This design comes from an exercise in tuning for small area, a short achievable clock period and few clock cycles per item on the open sky130 flow, not from production work.
In this exercise RTL edits were held to simulation tests only and were not proved equivalent to the original.

Design sorter_top, start of the top module:
module sorter_top (
  input              clk,
  input              rst,
  input              in_valid,
  input      [79:0]  in_list,
  output reg         out_valid,
  output reg [79:0]  out_list
);
Size: roughly 1000 cells after synthesis, about 160 I/O pins.
==> flow/config.mk <==
export PLATFORM = sky130hd
export DESIGN_NAME = sorter_top
export DESIGN_NICKNAME = sorter_top
export VERILOG_FILES = /design/flow/design.v
export SDC_FILE = /design/flow/constraint.sdc
export NUM_CORES = 4
export LEC_CHECK = 0
export ABC_AREA = 1
export CAP_MARGIN = 20
export CORE_MARGIN = 2
export CORE_UTILIZATION = 60
export GPL_TIMING_DRIVEN = 1
export SLEW_MARGIN = 20
==> flow/constraint.sdc <==
create_clock -name core_clock -period 700.0 [get_ports {clk}]
set_input_delay 140.0000 -clock core_clock [delete_from_list [all_inputs] [get_ports {clk}]]
set_output_delay 140.0000 -clock core_clock [all_outputs]
set_load 0.01 [all_outputs]
standard.sh (not shown) runs the stock make flow with config.mk's settings and CLKGATE_MAP_FILE= SYNTH_SCRIPT=/design/flow/synth_recipe.tcl, a recipe that flattens the netlist after the stock synthesis.
==> flow/flow/run.sh <==
#!/bin/bash
# Own flow: the standard layout, with these changes.
#  * synthesis: the standard synthesis, after which flow/handmap.py replaces the
#    mapped logic with a hand-mapped netlist of the same sorting network
#    (flow/post_synth.tcl); the flip-flops stay as synthesised
#  * port buffers: buffer_ports uses buf_1 instead of the cell it picks itself
#  * CTS: small clock buffers and no dummy loads
# Everything else (floorplan, power grid, placement, routing) is standard.sh.
set -euo pipefail
W=$(pwd)
cat "$W/synth_recipe.tcl" "$W/flow/post_synth.tcl" > "$W/own_synth.tcl"
sed "s#synth_recipe\.tcl#own_synth.tcl#g" "$W/standard.sh" > "$W/own_standard.sh"
grep -q own_synth.tcl "$W/own_standard.sh"
export OWN_FLOW_DIR="$W/flow" OWN_WORK_DIR="$W"
export CTS_ARGS="-sink_clustering_enable -repair_clock_nets -dont_use_dummy_load -buf_list {sky130_fd_sc_hd__clkbuf_4 sky130_fd_sc_hd__clkbuf_8}"
export BUFFER_PORTS_ARGS="-buffer_cell sky130_fd_sc_hd__buf_1"
bash "$W/own_standard.sh" > "$W/make.log" 2>&1
Other scripts of this flow, unchanged in this note and not shown: flow/flow/handmap.py, flow/flow/post_synth.tcl
Testbench counts at the start, summed over its fixed seeds: cycles 16,000, items 16,000.
Edit:
CORE_UTILIZATION = 75   (was 60)
GPL_TIMING_DRIVEN = 0   (was 1)
- first-iteration DRC count falls slightly
- worst setup slack loses 0.33 ns
- routed wire length rises slightly
- final cell count falls by a few percent
- fmax is about the same
- sequential share of layout area rises by 0.10 points
- non-clock buffer count does not change
Edit:
CORE_UTILIZATION = 60   (was 75)
Die area came out higher by 24%.
Via count came out lower by 4.6%.
Synthesized area is unchanged.
Wire length came out lower by 1.6%.
Core utilization came out lower by 17 points.
Cell count came out higher by 2.7%.
Hold slack gets better by 0.0050 ns.
Maximum frequency stays flat.

Another version of the RTL of sorter_top (not shown whole).
Size in the first run: ~160 I/O pins, ~0.0077 mm^2 of cells after synthesis.
export LEC_CHECK = 0
export ABC_AREA = 1
export CAP_MARGIN = 20
export CORE_MARGIN = 2
export CORE_UTILIZATION = 60
export GPL_TIMING_DRIVEN = 1
export SLEW_MARGIN = 20
create_clock -name core_clock -period 700.0 [get_ports {clk}]
==> flow/flow/run.sh <==
#!/bin/bash
# Own flow: the standard layout, with two changes.
#  * synthesis: the standard flow's script with a different ABC script (flow/pre_synth.tcl)
#  * port buffers: buffer_ports uses buf_1 instead of the cell it picks itself
#  * CTS: small clock buffers and no dummy loads
# Everything else (floorplan, power grid, placement, CTS, routing) is standard.sh.
set -euo pipefail
W=$(pwd)
cat "$W/flow/pre_synth.tcl" "$W/synth_recipe.tcl" > "$W/own_synth.tcl"
sed "s#synth_recipe\.tcl#own_synth.tcl#g" "$W/standard.sh" > "$W/own_standard.sh"
grep -q own_synth.tcl "$W/own_standard.sh"
export OWN_ABC_SCRIPT="$W/flow/abc.script"
export CTS_ARGS="-sink_clustering_enable -repair_clock_nets -dont_use_dummy_load -buf_list {sky130_fd_sc_hd__clkbuf_4 sky130_fd_sc_hd__clkbuf_8}"
export BUFFER_PORTS_ARGS="-buffer_cell sky130_fd_sc_hd__buf_1"
bash "$W/own_standard.sh" > "$W/make.log" 2>&1
==> flow/flow/abc.script <==
strash
dc2
dch -f
amap -F 10 -A 20 -C 5000
==> flow/flow/pre_synth.tcl <==
# Prepended to the standard flow's synthesis script: the same synthesis, except that ABC maps
# with flow/abc.script instead of ORFS's area script, and the adder-extraction
# step (extract_fa) is skipped, so ABC sees the comparators as plain logic.
proc abc {args} {
  set i [lsearch -exact $args -script]
  if { $i >= 0 } {
    lset args [expr {$i + 1}] $::env(OWN_ABC_SCRIPT)
  }
  yosys abc {*}$args
}
unset -nocomplain ::env(ADDER_MAP_FILE)
Testbench counts at the start, summed over its fixed seeds: cycles 16,000, items 16,000.
Then changed:
--- a/flow/flow/run.sh
+++ b/flow/flow/run.sh
@@ -4,3 +4,2 @@
 #  * port buffers: buffer_ports uses buf_1 instead of the cell it picks itself
-#  * CTS: small clock buffers and no dummy loads
 # Everything else (floorplan, power grid, placement, CTS, routing) is standard.sh.
@@ -12,3 +11,2 @@
 export OWN_ABC_SCRIPT="$W/flow/abc.script"
-export CTS_ARGS="-sink_clustering_enable -repair_clock_nets -dont_use_dummy_load -buf_list {sky130_fd_sc_hd__clkbuf_4 sky130_fd_sc_hd__clkbuf_8}"
 export BUFFER_PORTS_ARGS="-buffer_cell sky130_fd_sc_hd__buf_1"
==> flow/flow/abc.script (replaced) <==
strash
dc2
dch -f
amap
CORE_UTILIZATION = 40   (was 60)
GPL_TIMING_DRIVEN = default   (was 1)
=>
- worst setup slack is better by 1.5 ns
- final area came out higher by 5.6%
- non-clock buffer count came out higher by 12
- sequential share of layout area came out lower by 0.99 points
- die area came out higher by 50%
- cell count came out higher by 8.9%
- count of clock-buffer cells in the layout stays the same
- first-iteration DRC count came out lower by 31%
- core utilization came out lower by 22 points
Then changed:
--- a/flow/flow/run.sh
+++ b/flow/flow/run.sh
@@ -4,2 +4,3 @@
 #  * port buffers: buffer_ports uses buf_1 instead of the cell it picks itself
+#  * CTS: small clock buffers and no dummy loads
 # Everything else (floorplan, power grid, placement, CTS, routing) is standard.sh.
@@ -11,2 +12,3 @@
 export OWN_ABC_SCRIPT="$W/flow/abc.script"
+export CTS_ARGS="-sink_clustering_enable -repair_clock_nets -dont_use_dummy_load -buf_list {sky130_fd_sc_hd__clkbuf_4 sky130_fd_sc_hd__clkbuf_8}"
 export BUFFER_PORTS_ARGS="-buffer_cell sky130_fd_sc_hd__buf_1"
==> flow/flow/abc.script (replaced) <==
strash
dc2
dch -f
amap -F 10 -A 20 -C 5000
CORE_UTILIZATION = 60   (was 40)
GPL_TIMING_DRIVEN = 0   (was default)
Outcome: The new run passed the timing, design-rule and antenna checks; flip-flop and latch count is unchanged; worst hold slack gets worse by 0.013 ns; utilization increases by 21 points; design area fell by about 6%; area after synthesis goes down by 1.3%; wire length decreases by about 6.4%; first-iteration DRC count goes up by about 60%; setup slack gets worse by 1.5 ns; non-clock buffer count decreases by 17.

## separate check: timing with driven ports
Ports are ideal in the flow. The routed layouts listed here were re-timed in OpenROAD. Step 1 (the two cells are an assumption about what drives the block):
set clk [get_ports {clk}]
set_driving_cell -lib_cell sky130_fd_sc_hd__clkbuf_16 $clk
set_driving_cell -lib_cell sky130_fd_sc_hd__buf_2 [delete_from_list [all_inputs] $clk]
Step 2 also shifts input and output timing later by t, the mid clock arrival at the registers, as if the neighbouring blocks saw the same clock. Slacks: ideal / step 1 / step 2; pairs: ideal / step 1.
run | t (ns) | slack for setup (ns) | worst hold slack (ns) | latest minus earliest clock arrival (ns)
the first run of note 1 | 0.373 | 547.984 / 547.956 / 547.695 | 139.785 / 139.778 / 140.151 | 0.026 / 0.025
the second run of note 1 | 0.385 | 547.659 / 547.626 / 547.693 | 139.800 / 139.789 / 140.174 | 0.028 / 0.028
the third run of note 1 | 0.369 | 547.997 / 547.970 / 547.691 | 139.805 / 139.800 / 140.169 | 0.043 / 0.043
the first run of note 2 | 0.380 | 548.933 / 548.899 / 549.279 | 139.779 / 139.767 / 140.147 | 0.034 / 0.034
the second run of note 2 | 0.380 | 550.410 / 550.366 / 550.530 | 139.802 / 139.779 / 140.159 | 0.011 / 0.010
the third run of note 2 | 0.368 | 548.875 / 548.840 / 549.208 | 139.789 / 139.779 / 140.147 | 0.039 / 0.039
After both steps setup and hold are still met in every run listed. The setup slack of the third run of note 1, which loses most, moves by -0.027 ns with the drivers and by -0.306 ns with both steps.
